What follows belongs to an exercise in optimizing a design on an open flow for small area; a production flow would make more cautious choices. RTL that was checked went through simulation tests only; none was proved equivalent to the original. The flow treats the clock pin as an ideal source. Dropping or thinning the clock tree relies on that and would not hold on a real chip. Power figures rest on the tool's default switching activity, not on a simulated workload.

==> module fifo, before the edit <==
module fifo
    (
        input wire clk_i,            
        input wire reset_i,          
        input wire read_i,           
        input wire write_i,          
        input wire [7:0] wdata_i,    
        input wire [2:0] rbit_i,     
        output reg rbit_o,           
        output reg empty_o,          
        output reg full_o            
    );
    reg [7:0] ring [0:7];
    reg [2:0] k;
    reg [2:0] wptr, rptr;
    reg pend;                        
    wire store = pend & (k == wptr);
    wire [2:0] wptr_next = wptr + 3'd1;
    wire [2:0] rptr_next = rptr + 3'd1;
    wire [7:0] out = ring[7];
    integer i;
    always @(posedge clk_i) begin
        ring[0] <= ring[7];
        for (i = 1; i < 7; i = i + 1) ring[i] <= ring[i-1];
        ring[7] <= store ? wdata_i : ring[6];
        if (k == rptr) rbit_o <= out[rbit_i];
    end
    always @(posedge clk_i, posedge reset_i) begin
        if (reset_i) begin
            k <= 3'd0;
            pend <= 1'b0;
            wptr <= 3'd0;
            rptr <= 3'd0;
            full_o <= 1'b0;
            empty_o <= 1'b1;
        end else begin
            k <= k - 3'd1;
            if (write_i) pend <= 1'b1;
            else if (store) pend <= 1'b0;
            if (write_i) wptr <= wptr_next;
            if (read_i)  rptr <= rptr_next;
            if (write_i & ~read_i) begin
                empty_o <= 1'b0;
                full_o <= (wptr_next == rptr);
            end else if (read_i & ~write_i) begin
                full_o <= 1'b0;
                empty_o <= (rptr_next == wptr);
            end
        end
    end
endmodule
==> module uart_transmitter, before the edit <==
module uart_transmitter
    (
        input wire clk_i,           
        input wire reset_i,         
        input wire tx_start_i,      
        input wire baud_i,          
        output wire [2:0] bit_o,    
        input wire bit_i,           
        output wire tx_done_o,      
        output reg tx_o             
    );
    reg [7:0] c;
    reg cur;
    wire idle = c[7] & c[5];                     
    wire start = ~(|c[7:4]);                     
    wire stop = c[7] & c[4];                     
    wire last = baud_i & (&c[3:0]);              
    assign bit_o = c[6:4];
    assign tx_done_o = last & stop;
    always @(posedge clk_i) begin
        if (last & ~c[7]) cur <= bit_i;          
    end
    always @(posedge clk_i, posedge reset_i) begin
        if (reset_i) begin
            c <= 8'ha0;
            tx_o <= 1'b0;
        end else begin
            if (idle) begin
                if (tx_start_i) c <= 8'h00;
            end else if (baud_i) begin
                c <= c + 8'd1;
            end
            tx_o <= (idle | stop) ? 1'b1 : (start ? 1'b0 : cur);
        end
    end
endmodule
export LEC_CHECK = 0
export CAP_MARGIN = 20
export CORE_MARGIN = 2
export CORE_UTILIZATION = 40
export SLEW_MARGIN = 20
create_clock -name core_clock -period 10.0 [get_ports {clk_i}]
run.sh (not shown) runs the stock make flow with config.mk's settings and CLKGATE_MAP_FILE= SYNTH_SCRIPT=/design/flow/synth_recipe.tcl, a recipe that flattens the netlist after the stock synthesis.
Rerun with:
--- a/flow/design.v
+++ b/flow/design.v
@@ -130,37 +130,26 @@
         input wire write_i,          
         input wire [7:0] wdata_i,    
         input wire [2:0] rbit_i,     
-        output reg rbit_o,           
+        output wire rbit_o,          
         output reg empty_o,          
         output reg full_o            
     );
-    reg [7:0] ring [0:7];
-    reg [2:0] k;
+    reg [7:0] buffer [0:7];
     reg [2:0] wptr, rptr;
-    reg pend;                        
-    wire store = pend & (k == wptr);
+    wire [7:0] head = buffer[rptr];
+    assign rbit_o = head[rbit_i];
     wire [2:0] wptr_next = wptr + 3'd1;
     wire [2:0] rptr_next = rptr + 3'd1;
-    wire [7:0] out = ring[7];
-    integer i;
     always @(posedge clk_i) begin
-        ring[0] <= ring[7];
-        for (i = 1; i < 7; i = i + 1) ring[i] <= ring[i-1];
-        ring[7] <= store ? wdata_i : ring[6];
-        if (k == rptr) rbit_o <= out[rbit_i];
+        if (write_i) buffer[wptr] <= wdata_i;
     end
     always @(posedge clk_i, posedge reset_i) begin
         if (reset_i) begin
-            k <= 3'd0;
-            pend <= 1'b0;
             wptr <= 3'd0;
             rptr <= 3'd0;
             full_o <= 1'b0;
             empty_o <= 1'b1;
         end else begin
-            k <= k - 3'd1;
-            if (write_i) pend <= 1'b1;
-            else if (store) pend <= 1'b0;
             if (write_i) wptr <= wptr_next;
             if (read_i)  rptr <= rptr_next;
             if (write_i & ~read_i) begin
@@ -216,16 +205,11 @@
         output reg tx_o             
     );
     reg [7:0] c;
-    reg cur;
     wire idle = c[7] & c[5];                     
     wire start = ~(|c[7:4]);                     
     wire stop = c[7] & c[4];                     
-    wire last = baud_i & (&c[3:0]);              
-    assign bit_o = c[6:4];
-    assign tx_done_o = last & stop;
-    always @(posedge clk_i) begin
-        if (last & ~c[7]) cur <= bit_i;          
-    end
+    assign bit_o = c[6:4] - 3'd1;                
+    assign tx_done_o = baud_i & stop & (&c[3:0]);
     always @(posedge clk_i, posedge reset_i) begin
         if (reset_i) begin
             c <= 8'ha0;
@@ -236,7 +220,7 @@
             end else if (baud_i) begin
                 c <= c + 8'd1;
             end
-            tx_o <= (idle | stop) ? 1'b1 : (start ? 1'b0 : cur);
+            tx_o <= (idle | stop) ? 1'b1 : (start ? 1'b0 : bit_i);
         end
     end
 endmodule
- The new run finished with timing, DRC and antenna clean
- worst setup slack is better by 100 ps
- via count grows by 7.7%
- sequential power stays flat
- clock-buffer cell count shrinks by 6
- register-to-register slack is better by 240 ps
- global-route usage grows by 1.3 points
- critical path depth shrinks by 1
- synthesized cell count grows by 1.5%
- final cell count grows by 2.8%
- first-iteration DRC count shrinks by 44%
- maximum frequency grows by 2.4%

========
## the previous run
top, a different RTL version from the one above (not shown whole).
For scale: ~530 cells after synthesis, about 150 flip-flops.
==> module morse_generator, before the edit <==
module morse_generator
    (
        input wire clk_i,          
        input wire reset_i,        
        input wire [7:0] ascii_i,  
        input wire en_i,           
        output wire morse_o        
    );
    localparam [15:0] SEED = 16'h300c;
    localparam [15:0] T1 = 16'h66ec;  
    localparam [15:0] T3 = 16'hee4c;  
    localparam [15:0] T7 = 16'hee6c;  
    localparam [1:0] IDLE = 2'b00, ON = 2'b01, OFF = 2'b10, DONE = 2'b11;
    reg [1:0] state;
    reg [6:0] m;
    reg [15:0] cnt;
    wire [6:0] code;
    wire valid;
    ascii_to_morse_code ascii_to_morse (.ascii_i(ascii_i), .code_o(code), .valid_o(valid));
    wire last = ~(|m[6:2]);      
    wire word = last & ~m[1];    
    wire finish = (state == ON)  ? (m[0] ? (cnt == T1) : (cnt == T3)) :
                  (state == OFF) ? (word ? (cnt == T7) : (cnt == T1)) : 1'b0;
    assign morse_o = (state == ON);
    always @(posedge clk_i) begin
        if (state == IDLE || state == DONE || finish) cnt <= SEED;
        else cnt <= {cnt[14:0], cnt[15] ^ cnt[6]};
        if (state == IDLE) m <= code;
        else if (state == OFF && finish) m <= {1'b0, m[6:1]};
    end
    always @(posedge clk_i or posedge reset_i) begin
        if (reset_i) begin
            state <= IDLE;
        end else begin
            case (state)
                IDLE: if (en_i & valid) state <= (|code[6:1]) ? ON : OFF;
                ON:   if (finish) state <= OFF;
                OFF:  if (finish) state <= last ? DONE : ON;
                DONE: if (!en_i) state <= IDLE;
            endcase
        end
    end
endmodule
==> flow/config.mk <==
export PLATFORM = sky130hd
export DESIGN_NAME = top
export DESIGN_NICKNAME = top
export VERILOG_FILES = /design/flow/design.v
export SDC_FILE = /design/flow/constraint.sdc
export NUM_CORES = 4
export LEC_CHECK = 0
export CAP_MARGIN = 20
export CORE_MARGIN = 2
export CORE_UTILIZATION = 70
export SLEW_MARGIN = 20
==> flow/constraint.sdc <==
create_clock -name core_clock -period 10.0 [get_ports {clk_i}]
set_input_delay 2.0000 -clock core_clock [delete_from_list [all_inputs] [get_ports {clk_i}]]
set_output_delay 2.0000 -clock core_clock [all_outputs]
set_load 0.01 [all_outputs]
standard.sh (not shown) runs the stock make flow with config.mk's settings and CLKGATE_MAP_FILE= SYNTH_SCRIPT=/design/flow/synth_recipe.tcl, a recipe that flattens the netlist after the stock synthesis.
==> flow/flow/run.sh <==
#!/bin/bash
# Own layout flow: the standard ORFS flow (standard.sh) run with a copy of the
# ORFS scripts in which
#  - synthesis maps the logic with an area-oriented ABC script (abc_area.script);
#    the flip-flops are mapped before ABC runs, so they are the standard ones;
#  - clock tree synthesis builds a small balanced buffer tree (manual_tree.tcl:
#    a clkbuf_16 root driving 16 clkbuf_4 leaves, each leaf upsized to clkbuf_8
#    if its estimated slew is over 110 ps) instead of running TritonCTS.
#  - the ports are buffered with buf_1 (the standard flow picks clkdlybuf4s50_1).
# Each tool's output goes to the ORFS logs under orfs/logs; make's output to standard.log.
set -euo pipefail
HERE=$PWD
rm -rf myscripts
cp -r "$FLOW_HOME/scripts" myscripts
cp flow/abc_area.script myscripts/abc_speed.script
python3 - "$HERE" <<'PY'
import sys
here = sys.argv[1]
p = 'myscripts/cts.tcl'
s = open(p).read()
old = 'log_cmd clock_tree_synthesis {*}$cts_args'
assert old in s
s = s.replace(old, 'source %s/flow/manual_tree.tcl\nmanual_clock_tree clk_i 4 sky130_fd_sc_hd__clkbuf_4 sky130_fd_sc_hd__clkbuf_16\nset_propagated_clock [all_clocks]\nmanual_clock_tree_upsize 0.110 sky130_fd_sc_hd__clkbuf_8' % here)
open(p, 'w').write(s)
PY
export BUFFER_PORTS_ARGS="-buffer_cell sky130_fd_sc_hd__buf_1"
SCRIPTS_DIR=$HERE/myscripts bash standard.sh > standard.log 2>&1
Other scripts of this flow, unchanged in this note and not shown: flow/flow/abc_area.script, flow/flow/manual_tree.tcl
What the current run does differently from the previous run at the input level:
--- a/flow/design.v
+++ b/flow/design.v
@@ -34,12 +34,9 @@
         output wire morse_o        
     );
-    localparam [15:0] SEED = 16'h300c;
-    localparam [15:0] T1 = 16'h66ec;  
-    localparam [15:0] T3 = 16'hee4c;  
-    localparam [15:0] T7 = 16'hee6c;  
     localparam [1:0] IDLE = 2'b00, ON = 2'b01, OFF = 2'b10, DONE = 2'b11;
     reg [1:0] state;
     reg [6:0] m;
-    reg [15:0] cnt;
+    reg [12:0] p;
+    reg [2:0] u;
     wire [6:0] code;
     wire valid;
@@ -47,10 +44,18 @@
     wire last = ~(|m[6:2]);      
     wire word = last & ~m[1];    
-    wire finish = (state == ON)  ? (m[0] ? (cnt == T1) : (cnt == T3)) :
-                  (state == OFF) ? (word ? (cnt == T7) : (cnt == T1)) : 1'b0;
+    wire active = (state == ON) | (state == OFF);
+    wire start = (state == IDLE) & en_i & valid;
+    wire last_unit = (state == ON) ? (m[0] ? (u == 3'd0) : (u == 3'd2)) :
+                                     (word ? (u == 3'd6) : (u == 3'd0));
+    wire at_j = (p == 13'h0fff);
+    wire at_e = (p == 13'h1000);
+    wire finish = active & at_e & last_unit;
+    wire to_done = (state == OFF) & last;
+    wire fb = active ? (p[12] ^ p[2] ^ (at_j & ~last_unit) ^ (at_e & last_unit & to_done)) : start;
     assign morse_o = (state == ON);
     always @(posedge clk_i) begin
-        if (state == IDLE || state == DONE || finish) cnt <= SEED;
-        else cnt <= {cnt[14:0], cnt[15] ^ cnt[6]};
+        p <= {p[11:0], fb};
+        if (!active) u <= 3'd0;
+        else if (at_e) u <= last_unit ? 3'd0 : u + 3'd1;
         if (state == IDLE) m <= code;
         else if (state == OFF && finish) m <= {1'b0, m[6:1]};
@@ -61,5 +66,5 @@
         end else begin
             case (state)
-                IDLE: if (en_i & valid) state <= (|code[6:1]) ? ON : OFF;
+                IDLE: if (start) state <= (|code[6:1]) ? ON : OFF;
                 ON:   if (finish) state <= OFF;
                 OFF:  if (finish) state <= last ? DONE : ON;
Results
- Least setup slack across all paths after layout delta for the current run relative to the previous run: 0.093 ns higher
- The current run vs. the previous run: area of all placed cells without fillers held; register share of the cell area comparable; maximum achievable frequency higher; switching power as a share of total power moved up.
- | power | the current run vs the previous run | 0.82% higher |
No run of this note takes its clock network from TritonCTS; it comes from the design's own scripts or RTL.

========
## JK
top with an RTL version that a note above also has.
Size: ~490 cells after synthesis, roughly 16 I/O pins, roughly 0.0052 mm^2 of cells after synthesis.
==> module seven_seg_controller, before the edit <==
module seven_seg_controller
    (
        input wire clk_i,          
        input wire reset_i,        
        input wire [7:0] data_i,   
        output reg [6:0] segs_o,   
        output wire [3:0] anodes_o  
    );
    localparam [14:0] LAST = 15'h46c5;  
    reg [14:0] s;
    reg blank;                          
    reg [1:0] sel;                      
    wire step = (s == LAST);
    assign anodes_o = {blank | ~(sel == 2'd3), blank | ~(sel == 2'd2),
                       blank | ~(sel == 2'd1), blank | ~(sel == 2'd0)};
    always @(posedge clk_i or posedge reset_i) begin
        if (reset_i) begin
            s <= LAST;
            blank <= 1'b1;
            sel <= 2'd0;
        end else begin
            s <= {s[13:0], s[14] ^ s[13] ^ step};
            if (step) begin
                blank <= 1'b0;
                if (!blank) sel <= sel + 2'd1;
            end
        end
    end
    wire [3:0] digit_val = (blank | sel[1]) ? 4'h0 : (sel[0] ? data_i[7:4] : data_i[3:0]);
    always @* begin
        case (digit_val)
            4'h0:    segs_o = 7'b1000000;
            4'h1:    segs_o = 7'b1111001;
            4'h2:    segs_o = 7'b0100100;
            4'h3:    segs_o = 7'b0110000;
            4'h4:    segs_o = 7'b0011001;
            4'h5:    segs_o = 7'b0010010;
            4'h6:    segs_o = 7'b0000010;
            4'h7:    segs_o = 7'b1111000;
            4'h8:    segs_o = 7'b0000000;
            4'h9:    segs_o = 7'b0010000;
            4'hA:    segs_o = 7'b0001000;
            4'hB:    segs_o = 7'b0000011;
            4'hC:    segs_o = 7'b1000110;
            4'hD:    segs_o = 7'b0100001;
            4'hE:    segs_o = 7'b0000110;
            4'hF:    segs_o = 7'b0001110;
        endcase
    end
endmodule
Settings: LEC_CHECK=0, CAP_MARGIN=20, CORE_MARGIN=2, CORE_UTILIZATION=70, SLEW_MARGIN=20; clock period 10.0 ns.
==> flow/flow/run.sh <==
#!/bin/bash
# Own layout flow: the standard ORFS flow (standard.sh) run with a copy of the
# ORFS scripts in which
#  - synthesis maps the logic with an area-oriented ABC script (abc_area.script);
#    the flip-flops are mapped before ABC runs, so they are the standard ones;
#    adders are not extracted into ha/fa cells first (ADDER_MAP_FILE empty), so
#    ABC optimises all of the logic; this does not touch the flip-flops;
#  - clock tree synthesis builds a small balanced buffer tree (manual_tree.tcl:
#    a clkbuf_16 root driving 16 clkbuf_4 leaves, each leaf upsized to clkbuf_8
#    if its estimated slew is over 110 ps) instead of running TritonCTS.
#  - the ports are buffered with buf_1 (the standard flow picks clkdlybuf4s50_1).
# Each tool's output goes to the ORFS logs under orfs/logs; make's output to standard.log.
set -euo pipefail
HERE=$PWD
rm -rf myscripts
cp -r "$FLOW_HOME/scripts" myscripts
cp flow/abc_area.script myscripts/abc_speed.script
python3 - "$HERE" <<'PY'
import sys
here = sys.argv[1]
p = 'myscripts/cts.tcl'
s = open(p).read()
old = 'log_cmd clock_tree_synthesis {*}$cts_args'
assert old in s
s = s.replace(old, 'source %s/flow/manual_tree.tcl\nmanual_clock_tree clk_i 4 sky130_fd_sc_hd__clkbuf_4 sky130_fd_sc_hd__clkbuf_16\nset_propagated_clock [all_clocks]\nmanual_clock_tree_upsize 0.110 sky130_fd_sc_hd__clkbuf_8' % here)
open(p, 'w').write(s)
PY
export ADDER_MAP_FILE=
export BUFFER_PORTS_ARGS="-buffer_cell sky130_fd_sc_hd__buf_1"
SCRIPTS_DIR=$HERE/myscripts bash standard.sh > standard.log 2>&1
Other scripts of this flow, unchanged in this note and not shown: flow/flow/abc_area.script, flow/flow/manual_tree.tcl
Relative to JK, the following input files were edited for MS:
-- flow/design.v --
<<< JK, line 262
    );
    localparam [14:0] LAST = 15'h46c5;  
    reg [14:0] s;
    reg blank;                          
    reg [1:0] sel;                      
    wire step = (s == LAST);
    assign anodes_o = {blank | ~(sel == 2'd3), blank | ~(sel == 2'd2),
                       blank | ~(sel == 2'd1), blank | ~(sel == 2'd0)};
    always @(posedge clk_i or posedge reset_i) begin
        if (reset_i) begin
            s <= LAST;
            blank <= 1'b1;
            sel <= 2'd0;
        end else begin
            s <= {s[13:0], s[14] ^ s[13] ^ step};
            if (step) begin
                blank <= 1'b0;
                if (!blank) sel <= sel + 2'd1;
            end
        end
    end
>>> MS, line 262
    );
    localparam [14:0] LAST = 15'h46c5;  
    localparam [14:0] PRE = 15'h06c5;   
    reg [14:0] s;
    reg [1:0] sel;                      
    wire low = (s[13:0] == LAST[13:0]);
    wire step = low & s[14];            
    wire blank = low & ~s[14];          
    assign anodes_o = {blank | ~(sel == 2'd3), blank | ~(sel == 2'd2),
                       blank | ~(sel == 2'd1), blank | ~(sel == 2'd0)};
    always @(posedge clk_i or posedge reset_i) begin
        if (reset_i) begin
            s <= PRE;
            sel <= 2'd0;
        end else begin
            s <= {s[13:0], s[14] ^ s[13] ^ step};
            if (step) sel <= sel + 2'd1;
        end
    end
Findings:
MS: full flow OK, the timing, DRC and antenna checks passed
In terms of fraction of power consumed by combinational cells, JK and MS differ only marginally.
Against JK, register area in MS fell slightly.
Compared to JK, the router laid down less metal wire for MS.
Any difference in worst hold margin between JK and MS is small enough to ignore.
Changes observed in MS relative to JK: count of antenna diodes in the layout held steady; power fell about 1.4%; final period utilization now sits higher; worst-case setup margin in the final layout decreased by 0.48 ns relative to the old numbers.
The final reports for MS and JK show layout cell share with drive strength beyond 1 lower in the former.
Total global routing track utilization in MS vs JK: down 0.47 points
Sort MS and JK by arrival time of the worst setup path asc -> top: JK
Diff JK -> MS: portion of total power attributed to the clock network shrank by 0.6 points; synthesis-to-finish area growth held steady.
Function not checked in MS: the RTL went through the layout flow alone. In every run of this note, the design's own scripts or RTL, not TritonCTS, make the clock network.

[what the ideal ports hide]
The results above use ideal ports. As a check the final layouts listed here were re-extracted and re-timed, cells and wires unchanged. Step 1 (the two cells are an assumption about what drives the block):
set clk [get_ports {clk_i}]
set_driving_cell -lib_cell sky130_fd_sc_hd__clkbuf_16 $clk
set_driving_cell -lib_cell sky130_fd_sc_hd__buf_2 [delete_from_list [all_inputs] $clk]
Step 2 moves the port delays by t, midway between the first and last clock arrival at a register: inputs arrive t later, outputs are due t later. That takes back most of the time a late clock gives input paths. a / b / c = ideal / step 1 / step 2; a / b = the first two.
run	t (ns)	setup slack, ns	cell pins on the clock port's net
the first run of note 1	0.450	5.608 / 5.568 / 6.017	1
the second run of note 1	0.469	5.711 / 5.664 / 6.133	1
the previous run	0.391	5.007 / 4.972 / 5.363	1
the current run	0.391	5.100 / 5.063 / 5.454	1
JK	0.390	5.273 / 5.237 / 5.627	1
MS	0.378	4.789 / 4.756 / 5.134	1
After both steps setup and hold are still met in every run listed.
